This is an optimization exercise on Yosys and OpenROAD, whose aim is small area, a short achievable clock period and few clock cycles, not a production implementation.
At most, simulation tests tie the RTL to the original design; equivalence was not proved.
No functional check of the RTL was part of run 1.

==> flow/design.v <==
module cmul (
	input             clk,
	input      [15:0] x,
	input      [5:0]  idx,
	output reg [15:0] r0,
	output reg [15:0] r1,
	output reg [15:0] r2,
	output reg [15:0] i0,
	output reg [15:0] i1,
	output reg [15:0] i2
);
	reg  [7:0] xr, xi;
	reg  [3:0] wr_neg, wr_one, wr_two, wi_neg, wi_one, wi_two, wn_neg;
	reg  [3:0] wq_neg, wq_one, wq_two;
	wire [3:0] wn_one = wi_one;
	wire [3:0] wn_two = wi_two;
	wire [7:0] kr_k, ki_k;
	genvar gk;
	generate
		for (gk = 0; gk < 4; gk = gk + 1) begin : g_k
			assign kr_k[2*gk]   = wr_neg[gk] ^ wn_neg[gk];
			assign kr_k[2*gk+1] = wr_neg[gk] & wn_neg[gk];
			assign ki_k[2*gk]   = ~wq_neg[gk] ^ wi_neg[gk];
			assign ki_k[2*gk+1] = ~wq_neg[gk] & wi_neg[gk];
		end
	endgenerate
	reg  [27:0] rom;
	always @(*)
		case (idx)
			6'd0: rom = 28'b0001000110000000000000000000;    
			6'd1: rom = 28'b0001000110000011001000010000;    
			6'd2: rom = 28'b0001000010010100011000000010;    
			6'd3: rom = 28'b0001000010010110011100000001;    
			6'd4: rom = 28'b0010001110000101000101100010;    
			6'd5: rom = 28'b0011001110000100000101000001;    
			6'd6: rom = 28'b0011001010011011101101000100;    
			6'd7: rom = 28'b0010000010101000111100000111;    
			6'd8: rom = 28'b0100011110001001110100000100;    
			6'd9: rom = 28'b0101011110001011111000010100;    
			6'd10: rom = 28'b0100010010001000101000000010;    
			6'd11: rom = 28'b0110011110001001100100000000;    
			6'd12: rom = 28'b0111011010011010100100100001;    
			6'd13: rom = 28'b0101000011111100111000000010;    
			6'd14: rom = 28'b0101001011011101110100000000;    
			6'd15: rom = 28'b0001100001011111111100000000;    
			6'd16: rom = 28'b0011101001011101100001110010;    
			6'd17: rom = 28'b0000111100001101101001010010;    
			6'd18: rom = 28'b0000110100001001000011010100;    
			6'd19: rom = 28'b0010111000001011001011010100;    
			6'd20: rom = 28'b0001100100101001010010110110;    
			6'd21: rom = 28'b0000100100001001011110000110;    
			6'd22: rom = 28'b0010101000001000010010000100;    
			6'd23: rom = 28'b0101110000111010011110000101;    
			6'd24: rom = 28'b0100110100001011011110000100;    
			6'd25: rom = 28'b0111111100001010010010100100;    
			6'd26: rom = 28'b0100101101001001000010110010;    
			6'd27: rom = 28'b0001000101001000001110000011;    
			6'd28: rom = 28'b0010000101101001001110000010;    
			6'd29: rom = 28'b0001011100001001001010010010;    
			6'd30: rom = 28'b0010011000001001001010010010;    
			6'd31: rom = 28'b0001000000111000000110000001;    
			6'd32: rom = 28'b0000000000001000000110000001;    
			6'd33: rom = 28'b0011001000011000000110000001;    
			6'd34: rom = 28'b0100011000001001001010010010;    
			6'd35: rom = 28'b0110011100001001001010010010;    
			6'd36: rom = 28'b0101000101101001001110000010;    
			6'd37: rom = 28'b0100000101001000001110000011;    
			6'd38: rom = 28'b1011101101001001000010110010;    
			6'd39: rom = 28'b1000111100001010010010100100;    
			6'd40: rom = 28'b1001110100001011011110000100;    
			6'd41: rom = 28'b1011111000011010011110000101;    
			6'd42: rom = 28'b1000101000001000010010000100;    
			6'd43: rom = 28'b1001100100001001011110000110;    
			6'd44: rom = 28'b1010100100101001010010110110;    
			6'd45: rom = 28'b1100111000001011001011010100;    
			6'd46: rom = 28'b1101110100001001000011010100;    
			6'd47: rom = 28'b1111111100001101101001010010;    
			6'd48: rom = 28'b1101100001111101100001110010;    
			6'd49: rom = 28'b1101101001011111111100000000;    
			6'd50: rom = 28'b1001000011011101110100000000;    
			6'd51: rom = 28'b1011001011011100111000000010;    
			6'd52: rom = 28'b1001010010111010100100100001;    
			6'd53: rom = 28'b1001011110001001100100000000;    
			6'd54: rom = 28'b1000010010001000101000000010;    
			6'd55: rom = 28'b1010011110001011111000010100;    
			6'd56: rom = 28'b1011011110001001110100000100;    
			6'd57: rom = 28'b1010010010101000111100000111;    
			6'd58: rom = 28'b1001000010111011101101000100;    
			6'd59: rom = 28'b1000001110000100000101000001;    
			6'd60: rom = 28'b1001001110000101000101100010;    
			6'd61: rom = 28'b1001001010010110011100000001;    
			6'd62: rom = 28'b1001001010010100011000000010;    
			6'd63: rom = 28'b1000000110000011001000010000;    
			default: rom = 28'd0;
		endcase
	always @(posedge clk) begin
		xr <= x[15:8];
		xi <= x[7:0];
		{wr_neg, wr_one, wr_two, wi_neg, wi_one, wi_two, wn_neg} <= rom;
		{wq_neg, wq_one, wq_two} <= ~rom[27:16];
	end
	wire t1 = ((wr_one[0] & xr[0]) ^ wr_neg[0]);
	wire t2 = (((wr_one[0] & xr[1]) | (wr_two[0] & xr[0])) ^ wr_neg[0]);
	wire t3 = (((wr_one[0] & xr[2]) | (wr_two[0] & xr[1])) ^ wr_neg[0]);
	wire t4 = (((wr_one[0] & xr[3]) | (wr_two[0] & xr[2])) ^ wr_neg[0]);
	wire t5 = (((wr_one[0] & xr[4]) | (wr_two[0] & xr[3])) ^ wr_neg[0]);
	wire t6 = (((wr_one[0] & xr[5]) | (wr_two[0] & xr[4])) ^ wr_neg[0]);
	wire t7 = (((wr_one[0] & xr[6]) | (wr_two[0] & xr[5])) ^ wr_neg[0]);
	wire t8 = (((wr_one[0] & xr[7]) | (wr_two[0] & xr[6])) ^ wr_neg[0]);
	wire t9 = ~(((wr_one[0] & xr[7]) | (wr_two[0] & xr[7])) ^ wr_neg[0]);
	wire t10 = ((wr_one[1] & xr[0]) ^ wr_neg[1]);
	wire t11 = (((wr_one[1] & xr[1]) | (wr_two[1] & xr[0])) ^ wr_neg[1]);
	wire t12 = (((wr_one[1] & xr[2]) | (wr_two[1] & xr[1])) ^ wr_neg[1]);
	wire t13 = (((wr_one[1] & xr[3]) | (wr_two[1] & xr[2])) ^ wr_neg[1]);
	wire t14 = (((wr_one[1] & xr[4]) | (wr_two[1] & xr[3])) ^ wr_neg[1]);
	wire t15 = (((wr_one[1] & xr[5]) | (wr_two[1] & xr[4])) ^ wr_neg[1]);
	wire t16 = (((wr_one[1] & xr[6]) | (wr_two[1] & xr[5])) ^ wr_neg[1]);
	wire t17 = (((wr_one[1] & xr[7]) | (wr_two[1] & xr[6])) ^ wr_neg[1]);
	wire t18 = ~(((wr_one[1] & xr[7]) | (wr_two[1] & xr[7])) ^ wr_neg[1]);
	wire t19 = ((wr_one[2] & xr[0]) ^ wr_neg[2]);
	wire t20 = (((wr_one[2] & xr[1]) | (wr_two[2] & xr[0])) ^ wr_neg[2]);
	wire t21 = (((wr_one[2] & xr[2]) | (wr_two[2] & xr[1])) ^ wr_neg[2]);
	wire t22 = (((wr_one[2] & xr[3]) | (wr_two[2] & xr[2])) ^ wr_neg[2]);
	wire t23 = (((wr_one[2] & xr[4]) | (wr_two[2] & xr[3])) ^ wr_neg[2]);
	wire t24 = (((wr_one[2] & xr[5]) | (wr_two[2] & xr[4])) ^ wr_neg[2]);
	wire t25 = (((wr_one[2] & xr[6]) | (wr_two[2] & xr[5])) ^ wr_neg[2]);
	wire t26 = (((wr_one[2] & xr[7]) | (wr_two[2] & xr[6])) ^ wr_neg[2]);
	wire t27 = ~(((wr_one[2] & xr[7]) | (wr_two[2] & xr[7])) ^ wr_neg[2]);
	wire t28 = ((wr_one[3] & xr[0]) ^ wr_neg[3]);
	wire t29 = (((wr_one[3] & xr[1]) | (wr_two[3] & xr[0])) ^ wr_neg[3]);
	wire t30 = (((wr_one[3] & xr[2]) | (wr_two[3] & xr[1])) ^ wr_neg[3]);
	wire t31 = (((wr_one[3] & xr[3]) | (wr_two[3] & xr[2])) ^ wr_neg[3]);
	wire t32 = (((wr_one[3] & xr[4]) | (wr_two[3] & xr[3])) ^ wr_neg[3]);
	wire t33 = (((wr_one[3] & xr[5]) | (wr_two[3] & xr[4])) ^ wr_neg[3]);
	wire t34 = (((wr_one[3] & xr[6]) | (wr_two[3] & xr[5])) ^ wr_neg[3]);
	wire t35 = (((wr_one[3] & xr[7]) | (wr_two[3] & xr[6])) ^ wr_neg[3]);
	wire t36 = ~(((wr_one[3] & xr[7]) | (wr_two[3] & xr[7])) ^ wr_neg[3]);
	wire t37 = ((wn_one[0] & xi[0]) ^ wn_neg[0]);
	wire t38 = (((wn_one[0] & xi[1]) | (wn_two[0] & xi[0])) ^ wn_neg[0]);
	wire t39 = (((wn_one[0] & xi[2]) | (wn_two[0] & xi[1])) ^ wn_neg[0]);
	wire t40 = (((wn_one[0] & xi[3]) | (wn_two[0] & xi[2])) ^ wn_neg[0]);
	wire t41 = (((wn_one[0] & xi[4]) | (wn_two[0] & xi[3])) ^ wn_neg[0]);
	wire t42 = (((wn_one[0] & xi[5]) | (wn_two[0] & xi[4])) ^ wn_neg[0]);
	wire t43 = (((wn_one[0] & xi[6]) | (wn_two[0] & xi[5])) ^ wn_neg[0]);
	wire t44 = (((wn_one[0] & xi[7]) | (wn_two[0] & xi[6])) ^ wn_neg[0]);
	wire t45 = ~(((wn_one[0] & xi[7]) | (wn_two[0] & xi[7])) ^ wn_neg[0]);
	wire t46 = ((wn_one[1] & xi[0]) ^ wn_neg[1]);
	wire t47 = (((wn_one[1] & xi[1]) | (wn_two[1] & xi[0])) ^ wn_neg[1]);
	wire t48 = (((wn_one[1] & xi[2]) | (wn_two[1] & xi[1])) ^ wn_neg[1]);
	wire t49 = (((wn_one[1] & xi[3]) | (wn_two[1] & xi[2])) ^ wn_neg[1]);
	wire t50 = (((wn_one[1] & xi[4]) | (wn_two[1] & xi[3])) ^ wn_neg[1]);
	wire t51 = (((wn_one[1] & xi[5]) | (wn_two[1] & xi[4])) ^ wn_neg[1]);
	wire t52 = (((wn_one[1] & xi[6]) | (wn_two[1] & xi[5])) ^ wn_neg[1]);
	wire t53 = (((wn_one[1] & xi[7]) | (wn_two[1] & xi[6])) ^ wn_neg[1]);
	wire t54 = ~(((wn_one[1] & xi[7]) | (wn_two[1] & xi[7])) ^ wn_neg[1]);
	wire t55 = ((wn_one[2] & xi[0]) ^ wn_neg[2]);
	wire t56 = (((wn_one[2] & xi[1]) | (wn_two[2] & xi[0])) ^ wn_neg[2]);
	wire t57 = (((wn_one[2] & xi[2]) | (wn_two[2] & xi[1])) ^ wn_neg[2]);
	wire t58 = (((wn_one[2] & xi[3]) | (wn_two[2] & xi[2])) ^ wn_neg[2]);
	wire t59 = (((wn_one[2] & xi[4]) | (wn_two[2] & xi[3])) ^ wn_neg[2]);
	wire t60 = (((wn_one[2] & xi[5]) | (wn_two[2] & xi[4])) ^ wn_neg[2]);
	wire t61 = (((wn_one[2] & xi[6]) | (wn_two[2] & xi[5])) ^ wn_neg[2]);
	wire t62 = (((wn_one[2] & xi[7]) | (wn_two[2] & xi[6])) ^ wn_neg[2]);
	wire t63 = ~(((wn_one[2] & xi[7]) | (wn_two[2] & xi[7])) ^ wn_neg[2]);
	wire t64 = ((wn_one[3] & xi[0]) ^ wn_neg[3]);
	wire t65 = (((wn_one[3] & xi[1]) | (wn_two[3] & xi[0])) ^ wn_neg[3]);
	wire t66 = (((wn_one[3] & xi[2]) | (wn_two[3] & xi[1])) ^ wn_neg[3]);
	wire t67 = (((wn_one[3] & xi[3]) | (wn_two[3] & xi[2])) ^ wn_neg[3]);
	wire t68 = (((wn_one[3] & xi[4]) | (wn_two[3] & xi[3])) ^ wn_neg[3]);
	wire t69 = (((wn_one[3] & xi[5]) | (wn_two[3] & xi[4])) ^ wn_neg[3]);
	wire t70 = (((wn_one[3] & xi[6]) | (wn_two[3] & xi[5])) ^ wn_neg[3]);
	wire t71 = (((wn_one[3] & xi[7]) | (wn_two[3] & xi[6])) ^ wn_neg[3]);
	wire t72 = ~(((wn_one[3] & xi[7]) | (wn_two[3] & xi[7])) ^ wn_neg[3]);
	wire t73 = t5 ^ t12;
	wire t74 = t5 & t12;
	wire t75 = t6 ^ t13 ^ t20;
	wire t76 = (t6 & t13) | (t6 & t20) | (t13 & t20);
	wire t77 = t7 ^ t14 ^ t21;
	wire t78 = (t7 & t14) | (t7 & t21) | (t14 & t21);
	wire t79 = t28 ^ t43 ^ t50;
	wire t80 = (t28 & t43) | (t28 & t50) | (t43 & t50);
	wire t81 = t8 ^ t15 ^ t22;
	wire t82 = (t8 & t15) | (t8 & t22) | (t15 & t22);
	wire t83 = t29 ^ t44 ^ t51;
	wire t84 = (t29 & t44) | (t29 & t51) | (t44 & t51);
	wire t85 = t58 ^ t65;
	wire t86 = t58 & t65;
	wire t87 = t9 ^ t16 ^ t23;
	wire t88 = (t9 & t16) | (t9 & t23) | (t16 & t23);
	wire t89 = t30 ^ t45 ^ t52;
	wire t90 = (t30 & t45) | (t30 & t52) | (t45 & t52);
	wire t91 = t59 ^ t66;
	wire t92 = t59 & t66;
	wire t93 = t17 ^ t24 ^ t31;
	wire t94 = (t17 & t24) | (t17 & t31) | (t24 & t31);
	wire t95 = t53 ^ t60 ^ t67;
	wire t96 = (t53 & t60) | (t53 & t67) | (t60 & t67);
	wire t97 = t18 ^ t25 ^ t32;
	wire t98 = (t18 & t25) | (t18 & t32) | (t25 & t32);
	wire t99 = t54 ^ t61;
	wire t100 = t54 & t61;
	wire t101 = t3 ^ t10;
	wire t102 = t3 & t10;
	wire t103 = t4 ^ t11 ^ t40;
	wire t104 = (t4 & t11) | (t4 & t40) | (t11 & t40);
	wire t105 = t73 ^ t19 ^ t41;
	wire t106 = (t73 & t19) | (t73 & t41) | (t19 & t41);
	wire t107 = t48 ^ t55;
	wire t108 = t48 & t55;
	wire t109 = t75 ^ t42 ^ t49;
	wire t110 = (t75 & t42) | (t75 & t49) | (t42 & t49);
	wire t111 = t56 ^ kr_k[5] ^ t74;
	wire t112 = (t56 & kr_k[5]) | (t56 & t74) | (kr_k[5] & t74);
	wire t113 = t77 ^ t79 ^ t57;
	wire t114 = (t77 & t79) | (t77 & t57) | (t79 & t57);
	wire t115 = t64 ^ kr_k[6] ^ t76;
	wire t116 = (t64 & kr_k[6]) | (t64 & t76) | (kr_k[6] & t76);
	wire t117 = t81 ^ t83 ^ t85;
	wire t118 = (t81 & t83) | (t81 & t85) | (t83 & t85);
	wire t119 = kr_k[7] ^ t78 ^ t80;
	wire t120 = (kr_k[7] & t78) | (kr_k[7] & t80) | (t78 & t80);
	wire t121 = t87 ^ t89 ^ t91;
	wire t122 = (t87 & t89) | (t87 & t91) | (t89 & t91);
	wire t123 = t82 ^ t84 ^ t86;
	wire t124 = (t82 & t84) | (t82 & t86) | (t84 & t86);
	wire t125 = t93 ^ t95 ^ 1'b1;
	wire t126 = (t93 & t95) | (t93 & 1'b1) | (t95 & 1'b1);
	wire t127 = t88 ^ t90 ^ t92;
	wire t128 = (t88 & t90) | (t88 & t92) | (t90 & t92);
	wire t129 = t97 ^ t99 ^ t68;
	wire t130 = (t97 & t99) | (t97 & t68) | (t99 & t68);
	wire t131 = 1'b1 ^ t94 ^ t96;
	wire t132 = (1'b1 & t94) | (1'b1 & t96) | (t94 & t96);
	wire t133 = t26 ^ t33 ^ t62;
	wire t134 = (t26 & t33) | (t26 & t62) | (t33 & t62);
	wire t135 = t69 ^ t98 ^ t100;
	wire t136 = (t69 & t98) | (t69 & t100) | (t98 & t100);
	wire t137 = t27 ^ t34 ^ t63;
	wire t138 = (t27 & t34) | (t27 & t63) | (t34 & t63);
	wire t139 = t70 ^ 1'b1;
	wire t140 = t70 & 1'b1;
	wire t141 = t101 ^ t39;
	wire t142 = t101 & t39;
	wire t143 = t103 ^ t47 ^ kr_k[3];
	wire t144 = (t103 & t47) | (t103 & kr_k[3]) | (t47 & kr_k[3]);
	wire t145 = t105 ^ t107 ^ kr_k[4];
	wire t146 = (t105 & t107) | (t105 & kr_k[4]) | (t107 & kr_k[4]);
	wire t147 = t109 ^ t111 ^ t106;
	wire t148 = (t109 & t111) | (t109 & t106) | (t111 & t106);
	wire t149 = t113 ^ t115 ^ t110;
	wire t150 = (t113 & t115) | (t113 & t110) | (t115 & t110);
	wire t151 = t117 ^ t119 ^ t114;
	wire t152 = (t117 & t119) | (t117 & t114) | (t119 & t114);
	wire t153 = t121 ^ t123 ^ t118;
	wire t154 = (t121 & t123) | (t121 & t118) | (t123 & t118);
	wire t155 = t125 ^ t127 ^ t122;
	wire t156 = (t125 & t127) | (t125 & t122) | (t127 & t122);
	wire t157 = t129 ^ t131 ^ t126;
	wire t158 = (t129 & t131) | (t129 & t126) | (t131 & t126);
	wire t159 = t133 ^ t135 ^ t130;
	wire t160 = (t133 & t135) | (t133 & t130) | (t135 & t130);
	wire t161 = t137 ^ t139 ^ t134;
	wire t162 = (t137 & t139) | (t137 & t134) | (t139 & t134);
	wire t163 = t35 ^ t71 ^ t138;
	wire t164 = (t35 & t71) | (t35 & t138) | (t71 & t138);
	wire t165 = t36 ^ t72;
	wire t166 = t36 & t72;
	wire t167 = ((~wq_one[0] & xi[0]) ^ ~wq_neg[0]);
	wire t168 = (((~wq_one[0] & xi[1]) | (~wq_two[0] & xi[0])) ^ ~wq_neg[0]);
	wire t169 = (((~wq_one[0] & xi[2]) | (~wq_two[0] & xi[1])) ^ ~wq_neg[0]);
	wire t170 = (((~wq_one[0] & xi[3]) | (~wq_two[0] & xi[2])) ^ ~wq_neg[0]);
	wire t171 = (((~wq_one[0] & xi[4]) | (~wq_two[0] & xi[3])) ^ ~wq_neg[0]);
	wire t172 = (((~wq_one[0] & xi[5]) | (~wq_two[0] & xi[4])) ^ ~wq_neg[0]);
	wire t173 = (((~wq_one[0] & xi[6]) | (~wq_two[0] & xi[5])) ^ ~wq_neg[0]);
	wire t174 = (((~wq_one[0] & xi[7]) | (~wq_two[0] & xi[6])) ^ ~wq_neg[0]);
	wire t175 = ~(((~wq_one[0] & xi[7]) | (~wq_two[0] & xi[7])) ^ ~wq_neg[0]);
	wire t176 = ((~wq_one[1] & xi[0]) ^ ~wq_neg[1]);
	wire t177 = (((~wq_one[1] & xi[1]) | (~wq_two[1] & xi[0])) ^ ~wq_neg[1]);
	wire t178 = (((~wq_one[1] & xi[2]) | (~wq_two[1] & xi[1])) ^ ~wq_neg[1]);
	wire t179 = (((~wq_one[1] & xi[3]) | (~wq_two[1] & xi[2])) ^ ~wq_neg[1]);
	wire t180 = (((~wq_one[1] & xi[4]) | (~wq_two[1] & xi[3])) ^ ~wq_neg[1]);
	wire t181 = (((~wq_one[1] & xi[5]) | (~wq_two[1] & xi[4])) ^ ~wq_neg[1]);
	wire t182 = (((~wq_one[1] & xi[6]) | (~wq_two[1] & xi[5])) ^ ~wq_neg[1]);
	wire t183 = (((~wq_one[1] & xi[7]) | (~wq_two[1] & xi[6])) ^ ~wq_neg[1]);
	wire t184 = ~(((~wq_one[1] & xi[7]) | (~wq_two[1] & xi[7])) ^ ~wq_neg[1]);
	wire t185 = ((~wq_one[2] & xi[0]) ^ ~wq_neg[2]);
	wire t186 = (((~wq_one[2] & xi[1]) | (~wq_two[2] & xi[0])) ^ ~wq_neg[2]);
	wire t187 = (((~wq_one[2] & xi[2]) | (~wq_two[2] & xi[1])) ^ ~wq_neg[2]);
	wire t188 = (((~wq_one[2] & xi[3]) | (~wq_two[2] & xi[2])) ^ ~wq_neg[2]);
	wire t189 = (((~wq_one[2] & xi[4]) | (~wq_two[2] & xi[3])) ^ ~wq_neg[2]);
	wire t190 = (((~wq_one[2] & xi[5]) | (~wq_two[2] & xi[4])) ^ ~wq_neg[2]);
	wire t191 = (((~wq_one[2] & xi[6]) | (~wq_two[2] & xi[5])) ^ ~wq_neg[2]);
	wire t192 = (((~wq_one[2] & xi[7]) | (~wq_two[2] & xi[6])) ^ ~wq_neg[2]);
	wire t193 = ~(((~wq_one[2] & xi[7]) | (~wq_two[2] & xi[7])) ^ ~wq_neg[2]);
	wire t194 = ((~wq_one[3] & xi[0]) ^ ~wq_neg[3]);
	wire t195 = (((~wq_one[3] & xi[1]) | (~wq_two[3] & xi[0])) ^ ~wq_neg[3]);
	wire t196 = (((~wq_one[3] & xi[2]) | (~wq_two[3] & xi[1])) ^ ~wq_neg[3]);
	wire t197 = (((~wq_one[3] & xi[3]) | (~wq_two[3] & xi[2])) ^ ~wq_neg[3]);
	wire t198 = (((~wq_one[3] & xi[4]) | (~wq_two[3] & xi[3])) ^ ~wq_neg[3]);
	wire t199 = (((~wq_one[3] & xi[5]) | (~wq_two[3] & xi[4])) ^ ~wq_neg[3]);
	wire t200 = (((~wq_one[3] & xi[6]) | (~wq_two[3] & xi[5])) ^ ~wq_neg[3]);
	wire t201 = (((~wq_one[3] & xi[7]) | (~wq_two[3] & xi[6])) ^ ~wq_neg[3]);
	wire t202 = ~(((~wq_one[3] & xi[7]) | (~wq_two[3] & xi[7])) ^ ~wq_neg[3]);
	wire t203 = ((wi_one[0] & xr[0]) ^ wi_neg[0]);
	wire t204 = (((wi_one[0] & xr[1]) | (wi_two[0] & xr[0])) ^ wi_neg[0]);
	wire t205 = (((wi_one[0] & xr[2]) | (wi_two[0] & xr[1])) ^ wi_neg[0]);
	wire t206 = (((wi_one[0] & xr[3]) | (wi_two[0] & xr[2])) ^ wi_neg[0]);
	wire t207 = (((wi_one[0] & xr[4]) | (wi_two[0] & xr[3])) ^ wi_neg[0]);
	wire t208 = (((wi_one[0] & xr[5]) | (wi_two[0] & xr[4])) ^ wi_neg[0]);
	wire t209 = (((wi_one[0] & xr[6]) | (wi_two[0] & xr[5])) ^ wi_neg[0]);
	wire t210 = (((wi_one[0] & xr[7]) | (wi_two[0] & xr[6])) ^ wi_neg[0]);
	wire t211 = ~(((wi_one[0] & xr[7]) | (wi_two[0] & xr[7])) ^ wi_neg[0]);
	wire t212 = ((wi_one[1] & xr[0]) ^ wi_neg[1]);
	wire t213 = (((wi_one[1] & xr[1]) | (wi_two[1] & xr[0])) ^ wi_neg[1]);
	wire t214 = (((wi_one[1] & xr[2]) | (wi_two[1] & xr[1])) ^ wi_neg[1]);
	wire t215 = (((wi_one[1] & xr[3]) | (wi_two[1] & xr[2])) ^ wi_neg[1]);
	wire t216 = (((wi_one[1] & xr[4]) | (wi_two[1] & xr[3])) ^ wi_neg[1]);
	wire t217 = (((wi_one[1] & xr[5]) | (wi_two[1] & xr[4])) ^ wi_neg[1]);
	wire t218 = (((wi_one[1] & xr[6]) | (wi_two[1] & xr[5])) ^ wi_neg[1]);
	wire t219 = (((wi_one[1] & xr[7]) | (wi_two[1] & xr[6])) ^ wi_neg[1]);
	wire t220 = ~(((wi_one[1] & xr[7]) | (wi_two[1] & xr[7])) ^ wi_neg[1]);
	wire t221 = ((wi_one[2] & xr[0]) ^ wi_neg[2]);
	wire t222 = (((wi_one[2] & xr[1]) | (wi_two[2] & xr[0])) ^ wi_neg[2]);
	wire t223 = (((wi_one[2] & xr[2]) | (wi_two[2] & xr[1])) ^ wi_neg[2]);
	wire t224 = (((wi_one[2] & xr[3]) | (wi_two[2] & xr[2])) ^ wi_neg[2]);
	wire t225 = (((wi_one[2] & xr[4]) | (wi_two[2] & xr[3])) ^ wi_neg[2]);
	wire t226 = (((wi_one[2] & xr[5]) | (wi_two[2] & xr[4])) ^ wi_neg[2]);
	wire t227 = (((wi_one[2] & xr[6]) | (wi_two[2] & xr[5])) ^ wi_neg[2]);
	wire t228 = (((wi_one[2] & xr[7]) | (wi_two[2] & xr[6])) ^ wi_neg[2]);
	wire t229 = ~(((wi_one[2] & xr[7]) | (wi_two[2] & xr[7])) ^ wi_neg[2]);
	wire t230 = ((wi_one[3] & xr[0]) ^ wi_neg[3]);
	wire t231 = (((wi_one[3] & xr[1]) | (wi_two[3] & xr[0])) ^ wi_neg[3]);
	wire t232 = (((wi_one[3] & xr[2]) | (wi_two[3] & xr[1])) ^ wi_neg[3]);
	wire t233 = (((wi_one[3] & xr[3]) | (wi_two[3] & xr[2])) ^ wi_neg[3]);
	wire t234 = (((wi_one[3] & xr[4]) | (wi_two[3] & xr[3])) ^ wi_neg[3]);
	wire t235 = (((wi_one[3] & xr[5]) | (wi_two[3] & xr[4])) ^ wi_neg[3]);
	wire t236 = (((wi_one[3] & xr[6]) | (wi_two[3] & xr[5])) ^ wi_neg[3]);
	wire t237 = (((wi_one[3] & xr[7]) | (wi_two[3] & xr[6])) ^ wi_neg[3]);
	wire t238 = ~(((wi_one[3] & xr[7]) | (wi_two[3] & xr[7])) ^ wi_neg[3]);
	wire t239 = t171 ^ t178;
	wire t240 = t171 & t178;
	wire t241 = t172 ^ t179 ^ t186;
	wire t242 = (t172 & t179) | (t172 & t186) | (t179 & t186);
	wire t243 = t173 ^ t180 ^ t187;
	wire t244 = (t173 & t180) | (t173 & t187) | (t180 & t187);
	wire t245 = t194 ^ t209 ^ t216;
	wire t246 = (t194 & t209) | (t194 & t216) | (t209 & t216);
	wire t247 = t174 ^ t181 ^ t188;
	wire t248 = (t174 & t181) | (t174 & t188) | (t181 & t188);
	wire t249 = t195 ^ t210 ^ t217;
	wire t250 = (t195 & t210) | (t195 & t217) | (t210 & t217);
	wire t251 = t224 ^ t231;
	wire t252 = t224 & t231;
	wire t253 = t175 ^ t182 ^ t189;
	wire t254 = (t175 & t182) | (t175 & t189) | (t182 & t189);
	wire t255 = t196 ^ t211 ^ t218;
	wire t256 = (t196 & t211) | (t196 & t218) | (t211 & t218);
	wire t257 = t225 ^ t232;
	wire t258 = t225 & t232;
	wire t259 = t183 ^ t190 ^ t197;
	wire t260 = (t183 & t190) | (t183 & t197) | (t190 & t197);
	wire t261 = t219 ^ t226 ^ t233;
	wire t262 = (t219 & t226) | (t219 & t233) | (t226 & t233);
	wire t263 = t184 ^ t191 ^ t198;
	wire t264 = (t184 & t191) | (t184 & t198) | (t191 & t198);
	wire t265 = t220 ^ t227;
	wire t266 = t220 & t227;
	wire t267 = t169 ^ t176;
	wire t268 = t169 & t176;
	wire t269 = t170 ^ t177 ^ t206;
	wire t270 = (t170 & t177) | (t170 & t206) | (t177 & t206);
	wire t271 = t239 ^ t185 ^ t207;
	wire t272 = (t239 & t185) | (t239 & t207) | (t185 & t207);
	wire t273 = t214 ^ t221;
	wire t274 = t214 & t221;
	wire t275 = t241 ^ t208 ^ t215;
	wire t276 = (t241 & t208) | (t241 & t215) | (t208 & t215);
	wire t277 = t222 ^ ki_k[5] ^ t240;
	wire t278 = (t222 & ki_k[5]) | (t222 & t240) | (ki_k[5] & t240);
	wire t279 = t243 ^ t245 ^ t223;
	wire t280 = (t243 & t245) | (t243 & t223) | (t245 & t223);
	wire t281 = t230 ^ ki_k[6] ^ t242;
	wire t282 = (t230 & ki_k[6]) | (t230 & t242) | (ki_k[6] & t242);
	wire t283 = t247 ^ t249 ^ t251;
	wire t284 = (t247 & t249) | (t247 & t251) | (t249 & t251);
	wire t285 = ki_k[7] ^ t244 ^ t246;
	wire t286 = (ki_k[7] & t244) | (ki_k[7] & t246) | (t244 & t246);
	wire t287 = t253 ^ t255 ^ t257;
	wire t288 = (t253 & t255) | (t253 & t257) | (t255 & t257);
	wire t289 = t248 ^ t250 ^ t252;
	wire t290 = (t248 & t250) | (t248 & t252) | (t250 & t252);
	wire t291 = t259 ^ t261 ^ 1'b1;
	wire t292 = (t259 & t261) | (t259 & 1'b1) | (t261 & 1'b1);
	wire t293 = t254 ^ t256 ^ t258;
	wire t294 = (t254 & t256) | (t254 & t258) | (t256 & t258);
	wire t295 = t263 ^ t265 ^ t234;
	wire t296 = (t263 & t265) | (t263 & t234) | (t265 & t234);
	wire t297 = 1'b1 ^ t260 ^ t262;
	wire t298 = (1'b1 & t260) | (1'b1 & t262) | (t260 & t262);
	wire t299 = t192 ^ t199 ^ t228;
	wire t300 = (t192 & t199) | (t192 & t228) | (t199 & t228);
	wire t301 = t235 ^ t264 ^ t266;
	wire t302 = (t235 & t264) | (t235 & t266) | (t264 & t266);
	wire t303 = t193 ^ t200 ^ t229;
	wire t304 = (t193 & t200) | (t193 & t229) | (t200 & t229);
	wire t305 = t236 ^ 1'b1;
	wire t306 = t236 & 1'b1;
	wire t307 = t267 ^ t205;
	wire t308 = t267 & t205;
	wire t309 = t269 ^ t213 ^ ki_k[3];
	wire t310 = (t269 & t213) | (t269 & ki_k[3]) | (t213 & ki_k[3]);
	wire t311 = t271 ^ t273 ^ ki_k[4];
	wire t312 = (t271 & t273) | (t271 & ki_k[4]) | (t273 & ki_k[4]);
	wire t313 = t275 ^ t277 ^ t272;
	wire t314 = (t275 & t277) | (t275 & t272) | (t277 & t272);
	wire t315 = t279 ^ t281 ^ t276;
	wire t316 = (t279 & t281) | (t279 & t276) | (t281 & t276);
	wire t317 = t283 ^ t285 ^ t280;
	wire t318 = (t283 & t285) | (t283 & t280) | (t285 & t280);
	wire t319 = t287 ^ t289 ^ t284;
	wire t320 = (t287 & t289) | (t287 & t284) | (t289 & t284);
	wire t321 = t291 ^ t293 ^ t288;
	wire t322 = (t291 & t293) | (t291 & t288) | (t293 & t288);
	wire t323 = t295 ^ t297 ^ t292;
	wire t324 = (t295 & t297) | (t295 & t292) | (t297 & t292);
	wire t325 = t299 ^ t301 ^ t296;
	wire t326 = (t299 & t301) | (t299 & t296) | (t301 & t296);
	wire t327 = t303 ^ t305 ^ t300;
	wire t328 = (t303 & t305) | (t303 & t300) | (t305 & t300);
	wire t329 = t201 ^ t237 ^ t304;
	wire t330 = (t201 & t237) | (t201 & t304) | (t237 & t304);
	wire t331 = t202 ^ t238;
	wire t332 = t202 & t238;
	always @(posedge clk) begin
		r0 <= {t166, t165, t163, t161, t159, t157, t155, t153, t151, t149, t147, t145, t143, t141, t2, t1};
		r1 <= {1'b0, 1'b1, t140, t136, t132, t128, t124, t120, t116, t112, t108, t104, t102, t46, t38, t37};
		r2 <= {1'b0, t164, t162, t160, t158, t156, t154, t152, t150, t148, t146, t144, t142, kr_k[2], kr_k[1], kr_k[0]};
		i0 <= {t332, t331, t329, t327, t325, t323, t321, t319, t317, t315, t313, t311, t309, t307, t168, t167};
		i1 <= {1'b0, 1'b1, t306, t302, t298, t294, t290, t286, t282, t278, t274, t270, t268, t212, t204, t203};
		i2 <= {1'b0, t330, t328, t326, t324, t322, t320, t318, t316, t314, t312, t310, t308, ki_k[2], ki_k[1], ki_k[0]};
	end
endmodule
module butterfly_ra2 #(parameter S = 3) (
	input             clk,
	input             inj,
	input             osel,
	input      [15:0] r0,
	input      [15:0] r1,
	input      [15:0] r2,
	input      [15:0] i0,
	input      [15:0] i1,
	input      [15:0] i2,
	input      [15:0] xin,
	output     [15:0] xout
);
	localparam D = 1 << S;
	localparam L = D + 3;
	reg  [16*L-1:0] sr;                  
	reg  [8:0]      r9, i9;
	wire [15:0] rs = r0 ^ r1 ^ r2;
	wire [15:0] rc = {((r0 & r1) | (r0 & r2) | (r1 & r2)), 1'b0};
	wire [15:0] is = i0 ^ i1 ^ i2;
	wire [15:0] ic = {((i0 & i1) | (i0 & i2) | (i1 & i2)), 1'b0};
	wire [15:0] rel = rs + rc;
	wire [15:0] img = is + ic;
	wire [15:0] x1 = sr[16*L-1 -: 16];
	wire [8:0]  p = {x1[15], x1[15:8]} + r9;
	wire [8:0]  u = {x1[15], x1[15:8]} - r9;
	wire [8:0]  q = {x1[7], x1[7:0]} + i9;
	wire [8:0]  v = {x1[7], x1[7:0]} - i9;
	integer k;
	always @(posedge clk) begin
		r9 <= rel[15:7];
		i9 <= img[15:7];
		sr[15:0] <= xin;
		for (k = 1; k < L; k = k + 1)
			sr[16*k +: 16] <= (k == 3 && inj) ? {u[8:1], v[8:1]} : sr[16*(k-1) +: 16];
	end
	assign xout = osel ? x1 : {p[8:1], q[8:1]};
endmodule
module bf_s0 (
	input             clk,
	input             inj,
	input             osel,
	input      [7:0]  xin,
	output     [7:0]  xout
);
	function automatic [8:0] mul127(input [7:0] x);
		begin
			if (x == 8'h80)
				mul127 = 9'h181;                     
			else if (!x[7] && x != 8'd0)
				mul127 = {1'b0, x} - 9'd1;           
			else
				mul127 = {x[7], x};                  
		end
	endfunction
	reg  [7:0] r0, r1;           
	reg  [7:0] ar, br;           
	wire [8:0] r9 = mul127(xin);
	wire [8:0] p = {r0[7], r0} + r9;
	wire [8:0] u = {r0[7], r0} - r9;
	always @(posedge clk) begin
		r0 <= xin;
		r1 <= inj ? br : r0;
		ar <= p[8:1];
		br <= u[8:1];
	end
	assign xout = osel ? r1 : ar;
endmodule
module bf_s1 (
	input             clk,
	input             lo,
	input             inj,
	input             osel,
	input      [7:0]  xin,
	output     [15:0] xout
);
	function automatic [8:0] mul127(input [7:0] x);
		begin
			if (x == 8'h80)
				mul127 = 9'h181;                     
			else if (!x[7] && x != 8'd0)
				mul127 = {1'b0, x} - 9'd1;           
			else
				mul127 = {x[7], x};                  
		end
	endfunction
	function automatic [8:0] mul127n(input [7:0] x);
		begin
			if (x[7])
				mul127n = 9'd0 - {x[7], x} - 9'd1;   
			else
				mul127n = 9'd0 - {1'b0, x};          
		end
	endfunction
	reg  [7:0]  r0, r1;
	reg  [15:0] r2, r3;
	reg  [8:0]  r9r, i9r;
	reg  [15:0] ar, br;
	wire [7:0] x1 = r2[15:8];    
	wire [8:0] p = {x1[7], x1} + r9r;
	wire [8:0] u = {x1[7], x1} - r9r;
	wire [8:0] v = 9'd0 - i9r;
	always @(posedge clk) begin
		r0 <= xin;
		r1 <= r0;
		r2 <= inj ? br : {r1, 8'd0};
		r3 <= r2;
		r9r <= lo ? 9'd0 : mul127(xin);
		i9r <= lo ? mul127n(xin) : 9'd0;
		ar <= {p[8:1], i9r[8:1]};
		br <= {u[8:1], v[8:1]};
	end
	assign xout = osel ? r3 : ar;
endmodule
module cmul2 (
	input             clk,
	input      [15:0] x,
	input      [1:0]  lo,
	output reg [15:0] r0,
	output reg [15:0] r1,
	output     [15:0] r2,
	output reg [15:0] i0,
	output reg [15:0] i1,
	output     [15:0] i2
);
	reg  [9:0] ra, ib;           
	reg  [1:0] lr;
	wire [9:0] xr10 = {{2{x[15]}}, x[15:8]};
	wire [9:0] xi10 = {{2{x[7]}}, x[7:0]};
	wire [9:0] s = xr10 + xi10;
	wire [9:0] d = xi10 - xr10;
	reg  [9:0] ra_n, ib_n;
	always @(*)
		case (lo)
			2'd0: begin ra_n = xr10; ib_n = xi10; end
			2'd1: begin ra_n = s;    ib_n = d;    end
			2'd2: begin ra_n = xi10; ib_n = xr10; end
			default: begin ra_n = d; ib_n = s;    end
		endcase
	wire [15:0] a = {{6{ra[9]}}, ra};
	wire [15:0] b = {{6{ib[9]}}, ib};
	wire        k90 = lr[0];
	wire [15:0] ra1 = k90 ? a << 6 : a << 7;
	wire [15:0] ra2 = k90 ? a << 4 : ~a;
	wire [15:0] ra3 = k90 ? a << 3 : 16'd0;
	wire [15:0] ra4 = k90 ? a << 1 : 16'd0;
	reg  [15:0] ib1, ib2, ib3, ib4;
	always @(*)
		case (lr)
			2'd0: begin ib1 = b << 7;    ib2 = ~b;     ib3 = 16'd0;  ib4 = 16'd0;      end
			2'd1: begin ib1 = b << 6;    ib2 = b << 4; ib3 = b << 3; ib4 = b << 1;     end
			2'd2: begin ib1 = ~(b << 7); ib2 = b;      ib3 = 16'd0;  ib4 = 16'd0;      end
			default: begin ib1 = ~(b << 7); ib2 = b << 5; ib3 = b << 3; ib4 = ~(b << 1); end
		endcase
	wire [15:0] rs1 = ra1 ^ ra2 ^ ra3;
	wire [15:0] rc1 = {((ra1 & ra2) | (ra1 & ra3) | (ra2 & ra3)), ~k90};
	wire [15:0] is1 = ib1 ^ ib2 ^ ib3;
	wire [15:0] ic1 = {((ib1 & ib2) | (ib1 & ib3) | (ib2 & ib3)), lr != 2'd1};
	always @(posedge clk) begin
		ra <= ra_n;
		ib <= ib_n;
		lr <= lo;
		r0 <= rs1 ^ rc1 ^ ra4;
		r1 <= {((rs1 & rc1) | (rs1 & ra4) | (rc1 & ra4)), 1'b0};
		i0 <= is1 ^ ic1 ^ ib4;
		i1 <= {((is1 & ic1) | (is1 & ib4) | (ic1 & ib4)), lr == 2'd3};
	end
	assign r2 = 16'd0;
	assign i2 = 16'd0;
endmodule
module ram128 (
	input             clk,
	input             modeA,
	input             modeB,
	input             modeC,
	input             bypA,
	input             bypB,
	input             bypC,
	input      [7:0]  din,           
	output     [7:0]  dout,          
	input             inj,
	input             osel,
	input      [15:0] r0,            
	input      [15:0] r1,
	input      [15:0] r2,
	input      [15:0] i0,            
	input      [15:0] i1,
	input      [15:0] i2,
	input      [15:0] xin,
	output     [15:0] xout
);
	localparam D = 64;
	localparam L = D + 3;
	reg  [8*L-1:0] re;               
	reg  [8*L-1:0] im;
	wire [7:0] a_last = re[8*62 +: 8];
	wire [7:0] b_last = im[8*39 +: 8];
	wire [7:0] c_last = im[8*51 +: 8];
	wire [7:0] s_a = bypA ? din : a_last;
	wire [7:0] s_b = bypB ? s_a : b_last;
	assign dout = bypC ? s_b : c_last;
	reg  [8:0]  r9, i9;
	wire [15:0] rs = r0 ^ r1 ^ r2;
	wire [15:0] rc = {((r0 & r1) | (r0 & r2) | (r1 & r2)), 1'b0};
	wire [15:0] is = i0 ^ i1 ^ i2;
	wire [15:0] ic = {((i0 & i1) | (i0 & i2) | (i1 & i2)), 1'b0};
	wire [15:0] rel = rs + rc;
	wire [15:0] img = is + ic;
	wire [7:0] x1r = re[8*L-1 -: 8];
	wire [7:0] x1i = im[8*L-1 -: 8];
	wire [8:0] p = {x1r[7], x1r} + r9;
	wire [8:0] u = {x1r[7], x1r} - r9;
	wire [8:0] q = {x1i[7], x1i} + i9;
	wire [8:0] v = {x1i[7], x1i} - i9;
	integer k;
	always @(posedge clk) begin
		re[7:0] <= modeA ? (bypA ? a_last : din) : xin[15:8];
		im[7:0] <= xin[7:0];
		for (k = 1; k < L; k = k + 1) begin
			if (k == 3 && inj) begin
				re[8*k +: 8] <= u[8:1];
				im[8*k +: 8] <= v[8:1];
			end else begin
				re[8*k +: 8] <= re[8*(k-1) +: 8];
				if (k == 10 && modeB)
					im[8*k +: 8] <= bypB ? b_last : s_a;
				else if (k == 40 && modeC)
					im[8*k +: 8] <= bypC ? c_last : s_b;
				else
					im[8*k +: 8] <= im[8*(k-1) +: 8];
			end
		end
	end
	always @(posedge clk) begin
		r9 <= rel[15:7];
		i9 <= img[15:7];
	end
	assign xout = osel ? {x1r, x1i} : {p[8:1], q[8:1]};
endmodule
module wnp (
	input      [5:0]  address,
	output reg [15:0] q
);
	always @(*)
		case (address)
      6'd0: q = 16'h7f00;
      6'd1: q = 16'h7ffa;
      6'd2: q = 16'h7ef4;
      6'd3: q = 16'h7eed;
      6'd4: q = 16'h7de7;
      6'd5: q = 16'h7be1;
      6'd6: q = 16'h7adb;
      6'd7: q = 16'h78d5;
      6'd8: q = 16'h75cf;
      6'd9: q = 16'h73ca;
      6'd10: q = 16'h70c4;
      6'd11: q = 16'h6dbf;
      6'd12: q = 16'h6ab9;
      6'd13: q = 16'h66b4;
      6'd14: q = 16'h62af;
      6'd15: q = 16'h5eab;
      6'd16: q = 16'h5aa6;
      6'd17: q = 16'h55a2;
      6'd18: q = 16'h519e;
      6'd19: q = 16'h4c9a;
      6'd20: q = 16'h4796;
      6'd21: q = 16'h4193;
      6'd22: q = 16'h3c90;
      6'd23: q = 16'h368d;
      6'd24: q = 16'h318b;
      6'd25: q = 16'h2b88;
      6'd26: q = 16'h2586;
      6'd27: q = 16'h1f85;
      6'd28: q = 16'h1983;
      6'd29: q = 16'h1382;
      6'd30: q = 16'h0c82;
      6'd31: q = 16'h0681;
      6'd32: q = 16'h0081;
      6'd33: q = 16'hfa81;
      6'd34: q = 16'hf482;
      6'd35: q = 16'hed82;
      6'd36: q = 16'he783;
      6'd37: q = 16'he185;
      6'd38: q = 16'hdb86;
      6'd39: q = 16'hd588;
      6'd40: q = 16'hcf8b;
      6'd41: q = 16'hca8d;
      6'd42: q = 16'hc490;
      6'd43: q = 16'hbf93;
      6'd44: q = 16'hb996;
      6'd45: q = 16'hb49a;
      6'd46: q = 16'haf9e;
      6'd47: q = 16'haba2;
      6'd48: q = 16'ha6a6;
      6'd49: q = 16'ha2ab;
      6'd50: q = 16'h9eaf;
      6'd51: q = 16'h9ab4;
      6'd52: q = 16'h96b9;
      6'd53: q = 16'h93bf;
      6'd54: q = 16'h90c4;
      6'd55: q = 16'h8dca;
      6'd56: q = 16'h8bcf;
      6'd57: q = 16'h88d5;
      6'd58: q = 16'h86db;
      6'd59: q = 16'h85e1;
      6'd60: q = 16'h83e7;
      6'd61: q = 16'h82ed;
      6'd62: q = 16'h82f4;
      6'd63: q = 16'h81fa;
			default: q = 16'h0000;
		endcase
endmodule
module fft(
	rst_n,
	clk,
	data1,
	fft_go,
	fft_done,
	fft_res
);
	input rst_n;
	input clk;
	input signed [7:0] data1;
	input fft_go;
	output reg fft_done;
	output reg [15:0] fft_res;
	localparam [8:0] OUT0 = 9'd255;              
	localparam [8:0] LAST = OUT0 + 9'd127;       
	reg        run;
	reg  [8:0] cnt;
	always @(posedge clk or negedge rst_n)
		if (!rst_n) begin
			run <= 1'b0;
			cnt <= 9'd0;
		end else if (fft_go) begin
			run <= 1'b1;
			cnt <= 9'd1;
		end else if (run) begin
			cnt <= cnt + 9'd1;
			if (cnt == LAST)
				run <= 1'b0;
		end
	always @(posedge clk or negedge rst_n)
		if (!rst_n)
			fft_done <= 1'b0;
		else
			fft_done <= run & ~fft_go & (cnt >= OUT0 - 9'd1) & (cnt <= LAST - 9'd1);
	reg  bypA, bypB, bypC, modeA, modeB, modeC;
	reg  inj0, osel0, lo1, inj1, osel1, inj2, osel2;
	reg  [1:0] lo2;
	reg  inj3, osel3, inj4, osel4, inj5, osel5, inj6, osel6, sel6;
	reg  [5:0] tw3, tw4, tw5, tw6;
	wire [6:0] c7 = cnt[6:0];
	wire [6:0] pA = c7 - 7'd2;       
	wire [6:0] pB = c7 - 7'd65;
	wire [6:0] pC = c7 - 7'd95;
	wire [6:0] j0 = c7 - 7'd109, q0 = c7 - 7'd110;      
	wire [6:0] p1 = c7 - 7'd110, j1 = c7 - 7'd112, q1 = c7 - 7'd114;
	wire [6:0] p2 = c7 - 7'd114, j2 = c7 - 7'd117, q2 = c7 - 7'd121;
	wire [6:0] p3 = c7 - 7'd121, j3 = c7 - 7'd124, q3 = c7 - 7'd132;
	wire [6:0] p4 = c7 - 7'd132, j4 = c7 - 7'd135, q4 = c7 - 7'd151;
	wire [6:0] p5 = c7 - 7'd151, j5 = c7 - 7'd154, q5 = c7 - 7'd186;
	wire [6:0] p6 = c7 - 7'd186, j6 = c7 - 7'd189, q6 = c7 - 7'd253;
	always @(posedge clk) begin
		bypA <= pA[6] & ~pA[0];
		bypB <= pB[5] & ~pB[1];
		bypC <= pC[4] & ~pC[2];
		modeA <= cnt <= 9'd129;
		modeB <= cnt <= 9'd192;
		modeC <= cnt <= 9'd222;
		inj0 <= j0[0];  osel0 <= q0[0];
		lo1 <= p1[0];   inj1 <= j1[1];  osel1 <= q1[1];
		lo2 <= p2[1:0]; inj2 <= j2[2];  osel2 <= q2[2];
		tw3 <= {p3[2:0], 3'd0}; inj3 <= j3[3]; osel3 <= q3[3];
		tw4 <= {p4[3:0], 2'd0}; inj4 <= j4[4]; osel4 <= q4[4];
		tw5 <= {p5[4:0], 1'd0}; inj5 <= j5[5]; osel5 <= q5[5];
		tw6 <= p6[5:0];
		inj6 <= j6[6] & (cnt >= 9'd250);
		osel6 <= q6[6];
		sel6 <= cnt >= 9'd249;
	end
	reg  [7:0] sc;
	wire [7:0] sc_n;
	always @(posedge clk) begin
		sc <= sc_n;
	end
	wire [7:0]  s_0;
	wire [15:0] s_1, s_2, s_3, s_4, s_5, s_6;
	wire [15:0] r0a, r1a, r2a, i0a, i1a, i2a, r0b, r1b, r2b, i0b, i1b, i2b;
	wire [15:0] r0c, r1c, r2c, i0c, i1c, i2c;
	wire [15:0] r02, r12, r22, i02, i12, i22;
	bf_s0 st0(.clk(clk), .inj(inj0), .osel(osel0), .xin(sc), .xout(s_0));
	bf_s1 st1(.clk(clk), .lo(lo1), .inj(inj1), .osel(osel1), .xin(s_0), .xout(s_1));
	cmul2 mul2(.clk(clk), .x(s_1), .lo(lo2), .r0(r02), .r1(r12), .r2(r22), .i0(i02), .i1(i12), .i2(i22));
	butterfly_ra2 #(.S(2)) st2(.clk(clk), .inj(inj2), .osel(osel2), .r0(r02), .r1(r12), .r2(r22), .i0(i02), .i1(i12), .i2(i22), .xin(s_1), .xout(s_2));
	cmul mula(.clk(clk), .x(sel6 ? s_5 : s_2), .idx(sel6 ? tw6 : tw3), .r0(r0a), .r1(r1a), .r2(r2a), .i0(i0a), .i1(i1a), .i2(i2a));
	cmul mulb(.clk(clk), .x(s_3), .idx(tw4), .r0(r0b), .r1(r1b), .r2(r2b), .i0(i0b), .i1(i1b), .i2(i2b));
	cmul mulc(.clk(clk), .x(s_4), .idx(tw5), .r0(r0c), .r1(r1c), .r2(r2c), .i0(i0c), .i1(i1c), .i2(i2c));
	butterfly_ra2 #(.S(3)) st3(.clk(clk), .inj(inj3), .osel(osel3), .r0(r0a), .r1(r1a), .r2(r2a), .i0(i0a), .i1(i1a), .i2(i2a), .xin(s_2), .xout(s_3));
	butterfly_ra2 #(.S(4)) st4(.clk(clk), .inj(inj4), .osel(osel4), .r0(r0b), .r1(r1b), .r2(r2b), .i0(i0b), .i1(i1b), .i2(i2b), .xin(s_3), .xout(s_4));
	butterfly_ra2 #(.S(5)) st5(.clk(clk), .inj(inj5), .osel(osel5), .r0(r0c), .r1(r1c), .r2(r2c), .i0(i0c), .i1(i1c), .i2(i2c), .xin(s_4), .xout(s_5));
	ram128 st6(.clk(clk), .modeA(modeA), .modeB(modeB), .modeC(modeC),
		.bypA(bypA), .bypB(bypB), .bypC(bypC), .din(data1), .dout(sc_n),
		.inj(inj6), .osel(osel6), .r0(r0a), .r1(r1a), .r2(r2a), .i0(i0a), .i1(i1a), .i2(i2a), .xin(s_5), .xout(s_6));
	always @(posedge clk)
		fft_res <= s_6;
endmodule
==> flow/run.sh <==
#!/bin/bash
# synth_recipe.tcl (not shown) runs the flow's synth.tcl, then flattens the netlist and writes it again
# the make line also repeats each setting of config.mk as NAME=value (left out here)
make -C /OpenROAD-flow-scripts/flow DESIGN_CONFIG=/design/flow/config.mk WORK_HOME=/design/flow/orfs CLKGATE_MAP_FILE= SYNTH_SCRIPT=/design/flow/synth_recipe.tcl finish
==> flow/config.mk <==
export PLATFORM = sky130hd
export DESIGN_NAME = fft
export DESIGN_NICKNAME = fft
export VERILOG_FILES = /design/flow/design.v
export SDC_FILE = /design/flow/constraint.sdc
export NUM_CORES = 4
export LEC_CHECK = 0
export CAP_MARGIN = 20
export CORE_MARGIN = 2
export CORE_UTILIZATION = 40
export CTS_CLUSTER_DIAMETER = 60
export CTS_CLUSTER_SIZE = 30
export SETUP_SLACK_MARGIN = 5.0
export SLEW_MARGIN = 20
==> flow/constraint.sdc <==
create_clock -name core_clock -period 8.0 [get_ports {clk}]
set_input_delay 1.6000 -clock core_clock [delete_from_list [all_inputs] [get_ports {clk}]]
set_output_delay 1.6000 -clock core_clock [all_outputs]
set_load 0.01 [all_outputs]
==> results by group, run 1 <==
Status
  • Status: complete, no violations

Critical path
  • Worst setup EP type: primary output
  • Startpoint types: register
  • Crit path max fanout: 1
  • CP cell instances: buf_6
  • CP Class: register to primary output
  • Buffers plus inverters on the worst setup path: 1
  • Critical Path AT: approximately 1.5 ns
  • CP max stage cell: dfrtp_2
  • Critical Path RT: 6.40 ns
  • Critical Path Max Stage Delay: 0.49 ns
  • Worst path top cell family by delay: flip-flops

Synth
  • Sequential share of the synthesized area: about 62%
  • Async set-reset flop share out of synthesis: 0.3641%
  • Ys flop type: dfxtp_1
  • Cell area after synthesis: 97910 sq um
  • Top cell type by total area after synthesis: dfxtp_1
  • Synthesized flop and latch total: 3021
  • Number of flops mapped to enable cells by yosys: 0
  • Cells after synthesis: slightly below 8000
  • Count leader, synth: dfxtp_1
  • Yosys warnings: 20
  • Post-synthesis area per instance: 12.41 sq um
  • Synth area leaders: dfxtp_1 (62%), fa_1 (7.2%), ha_1 (5.9%), xnor2_1 (4.5%), inv_1 (2.4%)
  • Post-synth top area share: between 60% and 70%
  • Distinct cells, synth: 89
  • Most frequent cells after synthesis: dfxtp_1 (3010), inv_1 (625), xnor2_1 (500), ha_1 (463), fa_1 (354)

Floorplan
  • Ports: 28
  • Initial Util: 40.25%
  • Die outline width: ~500 um
  • Site Rows: around 180
  • Core area: 243200 sq um
  • Die area: 248700 sq um
  • Vert. Die Dim: 498.7 um

Routing
  • Wirelength per Cell: 17.11 um
  • Drc violations: 0
  • Initial detailed-routing violation count: 3129
  • Via count: 51800
  • Final WL: 190200 um
  • Drt via density: around 4.7
  • Post-route ant nets: 0
  • Pre-antenna DRT Iters: 8

CTS
  • Root Buffer Master: clkbuf_16
  • Clock Sinks: 3021
  • CTS Buffer Depth: 3
  • H-tree Lvls: 4
  • CTS tree: yes
  • Number of hold buffers added after CTS: 0
  • TritonCTS buffer count: 161
  • Reg clk slew, reported paths: 0.11 ns
  • Clock insertion delay at the later pin of the skew report: between 0.8 and 0.9 ns

Timing
  • Tmin final: 3.084 ns
  • Achievable Freq: 324.2 MHz
  • Final hold violation count: 0
  • Final WS setup: 4.916 ns
  • Min Hold Slack: between 0.2 and 0.3 ns
  • Tcrit/Tclk final: around two fifths
  • Slew HR: around a third
  • Unrepaired setup endpoints after global routing: true
  • Final setup fails: 0
  • Worst Skew: 0.04932 ns
  • Setup TNS: 0 ns
  • Slew at the pin closest to its max-slew limit: 1.022 ns
  • Fin. max-slew vios: 0

Final layout
  • NumNets Final: 8619
  • Fillers: 22050
  • Final Util: between 40% and 50%
  • Final Cell Area: 108000 sq um
  • Non-Filler Instances: 11110
  • P&R area growth vs syn: 10.34%
  • Fraction of layout cells with a size suffix above 1: 8.652%

Placement
  • Placer Congestion: 0.8920
  • DP Area: ~100000 sq um
  • Dpl ws: about 3.7 ns
  • Post-placement cell count: 10790
  • Post-DP HPWL: 134200 um
  • I/O Buffers: 27

Global route
  • Overflow left after global routing: 0
  • Pin count of the biggest net entering global routing: 53
  • GR Util met3: 2.318%
  • Number of global-route vias before repair: 51910
  • GR Util met1: a little over a fifth
  • First-pass GRT wire length: 297600 um
  • Antenna violations before repair: 18
  • GRT Resource Usage Total: 15.20%
  • GR met2 Demand/Resource: between 20% and 30%
  • Busiest grt layer: met2

Worst hold path
  • Hold crit path type: register to register

Run
  • Max-Cap Viols: 0
-- final timing paths --
kind	start	to	slack [ns]	cells after the start
setup reg to reg	sc[1]$_DFF_P_	st0.ar[7]$_DFF_P_	5.03	16
hold reg to reg	st6.im[376]$_DFF_P_	st6.im[384]$_DFF_P_	0.30	0
setup / recovery	fft_done$_DFF_PN0_	fft_done	4.92	1
min in group asynchronous	rst_n	cnt[8]$_DFFE_PN0P_	1.11	1
hold / removal	st6.im[376]$_DFF_P_	st6.im[384]$_DFF_P_	0.30	0
max in group asynchronous	rst_n	cnt[2]$_DFFE_PN0P_	6.49	1
-- layout make-up --
class	instances	area, sq um	share of cell area [%]
timing repair buffer	103	848.3	0.7852
timing repair inverter	1	5.005	0.004633
inverter	642	2450	2.268
clock inverter	104	1859	1.721
antenna	4	10.01	0.009265
multi-input combinational	3861	33990	31.47
clock buffer	174	4190	3.879
tap	3202	4006	3.708
sequential	3021	60670	56.16
-- routing by layer --
metal | up-vias | share of wire, %
met5 | - | 0.0042
met4 | 2 | 3.9
met3 | 342 | 4.3
met2 | 1029 | 45
met1 | 24950 | 47
li1 | 25480 | -
-- placed cells by master (no fill, tap or decap), drive strengths merged, types with 12 or more instances in the layout --
master       n
a211oi      15
a21o        75
a21oi      258
a221oi      12
a22o        19
a22oi      233
a31oi       41
and2        34
and3        20
buf         90
clkbuf     175
clkinv      54
clkinvlp    16
dfxtp     3010
fa         354
ha         463
inv        672
mux2       123
mux2i       67
nand2      283
nand2b      45
nand3       54
nand3b      12
nor2       257
nor2b       58
nor3        41
nor4b       14
o211ai      43
o21a        19
o21ai      282
o21bai      72
o22ai      101
o31ai       18
or2         14
or3         13
or4         13
xnor2      500
xor2       174
-- registers in the layout, summed over array words and instances (netlist names), 16 cells and up --
| signal | flops |
|---|---|
| st1.r3 | 16 |
| st4.sr | 304 |
| mulb.i0 | 16 |
| st1.br | 16 |
| mul2.i1 | 16 |
| st2.sr | 112 |
| mulb.r0 | 16 |
| st1.r2 | 16 |
| st1.ar | 16 |
| mul2.i0 | 16 |
| st5.sr | 560 |
| st3.sr | 176 |
| mulb.rom | 25 |
| mulc.rom | 27 |
| mula.i0 | 16 |
| fft_res | 16 |
| st6.re | 536 |
| mula.r0 | 16 |
| mulc.r0 | 16 |
| mulc.i0 | 16 |
| st6.im | 536 |
-- cells by family (layout without fill, tap and decap cells) --
kind of cell | after synthesis | after routing | share of synthesized area [%]
buffers and inverters | 1010 | 1024 | 3.912
adder cells (fa/ha/maj) | 821 | 821 | 13.20
XOR/XNOR | 674 | 674 | 6.029
AND/OR/NAND/NOR | 901 | 901 | 4.402
AO/OA/AOI/OAI | 1269 | 1269 | 8.455
flip-flops | 3021 | 3021 | 61.83
other | 2 | 7 | 0.007670
multiplexers | 193 | 193 | 2.169
-- repair_timing --
action / 4_1_cts / 5_1_grt
resized for setup: 169 / 88
buffers inserted: 7 / 27
gates cloned: 3 / 0
endpoints found under the setup margin: 215 / 93
pin swaps: 8 / 23
==> inputs of run 2 (changes only) <==
--- a/flow/design.v
+++ b/flow/design.v
@@ -483,21 +483,11 @@
 	input             inj,
 	input             osel,
 	input      [7:0]  xin,
+	input      [8:0]  r9,
 	output     [7:0]  xout
 );
-	function automatic [8:0] mul127(input [7:0] x);
-		begin
-			if (x == 8'h80)
-				mul127 = 9'h181;                     
-			else if (!x[7] && x != 8'd0)
-				mul127 = {1'b0, x} - 9'd1;           
-			else
-				mul127 = {x[7], x};                  
-		end
-	endfunction
 	reg  [7:0] r0, r1;           
 	reg  [7:0] ar, br;           
-	wire [8:0] r9 = mul127(xin);
 	wire [8:0] p = {r0[7], r0} + r9;
 	wire [8:0] u = {r0[7], r0} - r9;
 	always @(posedge clk) begin
@@ -782,11 +772,8 @@
 			if (cnt == LAST)
 				run <= 1'b0;
 		end
-	always @(posedge clk or negedge rst_n)
-		if (!rst_n)
-			fft_done <= 1'b0;
-		else
-			fft_done <= run & ~fft_go & (cnt >= OUT0 - 9'd1) & (cnt <= LAST - 9'd1);
+	always @(posedge clk)
+		fft_done <= run & ~fft_go & (cnt >= OUT0 - 9'd1) & (cnt <= LAST - 9'd1);
 	reg  bypA, bypB, bypC, modeA, modeB, modeC;
 	reg  inj0, osel0, lo1, inj1, osel1, inj2, osel2;
 	reg  [1:0] lo2;
@@ -821,17 +808,29 @@
 		osel6 <= q6[6];
 		sel6 <= cnt >= 9'd249;
 	end
+	function automatic [8:0] mul127(input [7:0] x);
+		begin
+			if (x == 8'h80)
+				mul127 = 9'h181;                     
+			else if (!x[7] && x != 8'd0)
+				mul127 = {1'b0, x} - 9'd1;           
+			else
+				mul127 = {x[7], x};                  
+		end
+	endfunction
 	reg  [7:0] sc;
+	reg  [8:0] sc9;                  
 	wire [7:0] sc_n;
 	always @(posedge clk) begin
 		sc <= sc_n;
+		sc9 <= mul127(sc_n);
 	end
 	wire [7:0]  s_0;
 	wire [15:0] s_1, s_2, s_3, s_4, s_5, s_6;
 	wire [15:0] r0a, r1a, r2a, i0a, i1a, i2a, r0b, r1b, r2b, i0b, i1b, i2b;
 	wire [15:0] r0c, r1c, r2c, i0c, i1c, i2c;
 	wire [15:0] r02, r12, r22, i02, i12, i22;
-	bf_s0 st0(.clk(clk), .inj(inj0), .osel(osel0), .xin(sc), .xout(s_0));
+	bf_s0 st0(.clk(clk), .inj(inj0), .osel(osel0), .xin(sc), .r9(sc9), .xout(s_0));
 	bf_s1 st1(.clk(clk), .lo(lo1), .inj(inj1), .osel(osel1), .xin(s_0), .xout(s_1));
 	cmul2 mul2(.clk(clk), .x(s_1), .lo(lo2), .r0(r02), .r1(r12), .r2(r22), .i0(i02), .i1(i12), .i2(i22));
 	butterfly_ra2 #(.S(2)) st2(.clk(clk), .inj(inj2), .osel(osel2), .r0(r02), .r1(r12), .r2(r22), .i0(i02), .i1(i12), .i2(i22), .xin(s_1), .xout(s_2));
==> results by group, run 2 <==
Critical path
  • Critical Path AT: 1.36 ns (was 1.48 ns)
  • Critical Path RT: 6.40 ns (about the same)
  • Startpoint types: register (unchanged)
  • CP max stage cell: dfxtp_4 (was dfrtp_2)
  • Crit path max fanout: 1 (unchanged)
  • CP cell instances: buf_6 (unchanged)
  • CP Depth: 1 (unchanged)

Status
  • Status: complete, no violations (unchanged)

CTS
  • H-tree Lvls: 4 (unchanged)
  • Reg clk slew, reported paths: 0.10 ns (was 0.11 ns)
  • Number of hold buffers added after CTS: 0 (unchanged)
  • CTS Buffer Depth: 3 (unchanged)
  • CTS tree: yes (unchanged)

Floorplan
  • Initial Util: 40.18% (was 40.25%)
  • Core area: 245500 sq um (was 243200 sq um)
  • Die outline width: 500.6 um (was 498.7 um)
  • Site Rows: 182 (was 181)
  • Vert. Die Dim: 500.6 um (was 498.7 um)
  • Die area: 250600 sq um (was 248700 sq um)
  • Ports: 28 (unchanged)

Run
  • Max-Cap Viols: 0 (unchanged)

Final layout
  • Fillers: 22260 (was 22050)
  • Most frequent cells in the layout: dfxtp_1 (2951), inv_1 (645), xnor2_1 (456) (was dfxtp_1 (2940), inv_1 (616), xnor2_1 (495))
  • P&R area growth vs syn: 9.997% (was 10.34%)
  • Final Util: 44.19% (was 44.42%)
  • Top reg by flops: st5.sr (unchanged)
  • Biggest regs: st5.sr x560, st6.im x536, st6.re x536 (unchanged)
  • Fraction of layout cells with a size suffix above 1: 7.688% (was 8.652%)

Synth
  • Distinct cells, synth: 91 (was 89)
  • Yosys warnings: 20 (unchanged)
  • Post-synthesis area per instance: 12.23 sq um (was 12.41 sq um)
  • Most frequent cells after synthesis: dfxtp_1 (3020), inv_1 (650), ha_1 (459), xnor2_1 (458), fa_1 (354) (was dfxtp_1 (3010), inv_1 (625), xnor2_1 (500), ha_1 (463), fa_1 (354))
  • Cell area after synthesis: 98630 sq um (was 97910 sq um)
  • Sequential share of the synthesized area: 61.55% (was 61.83%)
  • Async set-reset flop share out of synthesis: 0.3300% (was 0.3641%)

Routing
  • Drc violations: 0 (unchanged)
  • DR WL met2: 86310 um (was 85130 um)
  • Drt via density: 4.745 (was 4.661)
  • Wirelength per Cell: 17.33 um (was 17.11 um)
  • Top sig layer: met4 (was met5)

Placement
  • Dpl ws: 3.834 ns (was 3.692 ns)

Timing
  • Worst Skew: 0.06722 ns (was 0.04932 ns)
  • Fin. max-slew vios: 0 (unchanged)
  • Setup TNS: 0 ns (unchanged)
  • Slew at the pin closest to its max-slew limit: 0.9315 ns (was 1.022 ns)

Global route
  • First-pass GRT wire length: 303700 um (was 297600 um)
  • Pin count of the biggest net entering global routing: 60 (was 53)
## run 2: cell count changes in the layout (fill, tap and decap cells not counted), sizes merged, moves of 19 or more
cell | previous run | this run
o21a | 19 | 38
a21oi | 258 | 289
nand2 | 283 | 320
mux2 | 123 | 100
inv | 672 | 716
nor2 | 257 | 308
xnor2 | 500 | 458
o21ai | 282 | 311
nor3 | 41 | 64
o21bai | 72 | 51
buf | 90 | 71
## run 2: kinds of logic after synthesis
logic type | after synthesis | synth area share, %
DFF | 3030 | 61.55
AOI/OAI and AO/OA | 1363 | 8.973
buffers and inverters | 1026 | 3.930
and+or+nand+nor | 1003 | 4.745
adders and majority gates | 819 | 13.07
xor gates and xnor gates | 641 | 5.692
muxes | 178 | 2.026
other | 2 | 0.007615
## run 2: repair_timing
| item | in CTS | in global routing |
|---|---|---|
| hold endpoints to repair | 0 | 0 |
| setup endpoints to repair | 160 | 100 |
| setup buffers | 3 | 15 |
| gates resized for setup | 171 | 44 |
| pin swaps | 9 | 8 |
| cloned | 0 | 2 |
## run 2: metrics by stage
| step | hold slack (ns) | cells | cell area [sq um] |
|---|---|---|---|
| 2_1_floorplan | 0.3096 | 8063 | 98670 |
| 3_5_place_dp | 0.3121 | 10990 | 101900 |
| 6_report | 0.3052 | 11310 | 108500 |
| 5_1_grt | 0.3039 | 11300 | 108500 |
| 3_3_place_gp | 0.3096 | 10990 | 101900 |
| 4_1_cts | 0.3106 | 11280 | 108200 |
## run 2: layer usage
layer	track usage (%)	vias to the layer above
li1	-	26170
met1	22.19	26030
met4	4.553	0
met2	24.00	1191
met5	0	-
met3	2.254	268
## run 2: layout make-up
class	instances	area [sq um]	share of cell area [%]
Tap cell	3220	4029	3.714
Sequential cell	3030	60830	56.07
Multi-Input combinational cell	4007	34250	31.57
Clock inverter	115	1783	1.644
Inverter	665	2525	2.327
Antenna cell	10	25.02	0.02307
Timing Repair Buffer	83	715.7	0.6597
Clock buffer	178	4333	3.994
## run 2: path summary, 6_finish.rpt
check / start / end / slack [ns]
max reg2reg: mula.xi[5]$_DFF_P_ / mula.i0[6]$_DFF_P_ / 5.10
min reg2reg: st6.re[227]$_DFF_P_ / st6.re[235]$_DFF_P_ / 0.31
max: fft_res[1]$_DFF_P_ / fft_res[1] / 5.04
min in group asynchronous: rst_n / cnt[0]$_DFFE_PN0P_ / 1.10
min: st6.re[227]$_DFF_P_ / st6.re[235]$_DFF_P_ / 0.31
max in group asynchronous: rst_n / cnt[2]$_DFFE_PN0P_ / 6.52
Testbench counts of run 2, summed over its fixed seeds: cycles 18,384.

==> afterwards: timing with drivers on the ports <==
No port has a modelled driver above. Below, the same layouts with a new extraction and two added sets of constraints.
Step 1, drivers: a clkbuf_16 drives clk and a buf_2 each remaining input, both assumed.
Step 2, shift: input delay + t, output delay - t, t = (earliest + latest rising clock arrival at the registers) / 2. This alone moves slack from input paths to output paths.
a / b / c = ideal / step 1 / step 2; a / b = the first two.
| run | t, ns | setup slack, ns | hold WS [ns] | worst register clock-pin slew, ns |
|---|---|---|---|---|
| run 1 | 0.909 | 4.916 / 4.831 / 4.887 | 0.299 / 0.299 / 0.299 | 0.11 / 0.11 |
| run 2 | 0.911 | 5.040 / 4.946 / 4.215 | 0.305 / 0.305 / 0.305 | 0.11 / 0.11 |
After both steps every run listed still meets setup and hold. For run 2, which loses most, drivers alone change the setup slack by -0.094 ns; drivers and shift together by -0.825 ns.
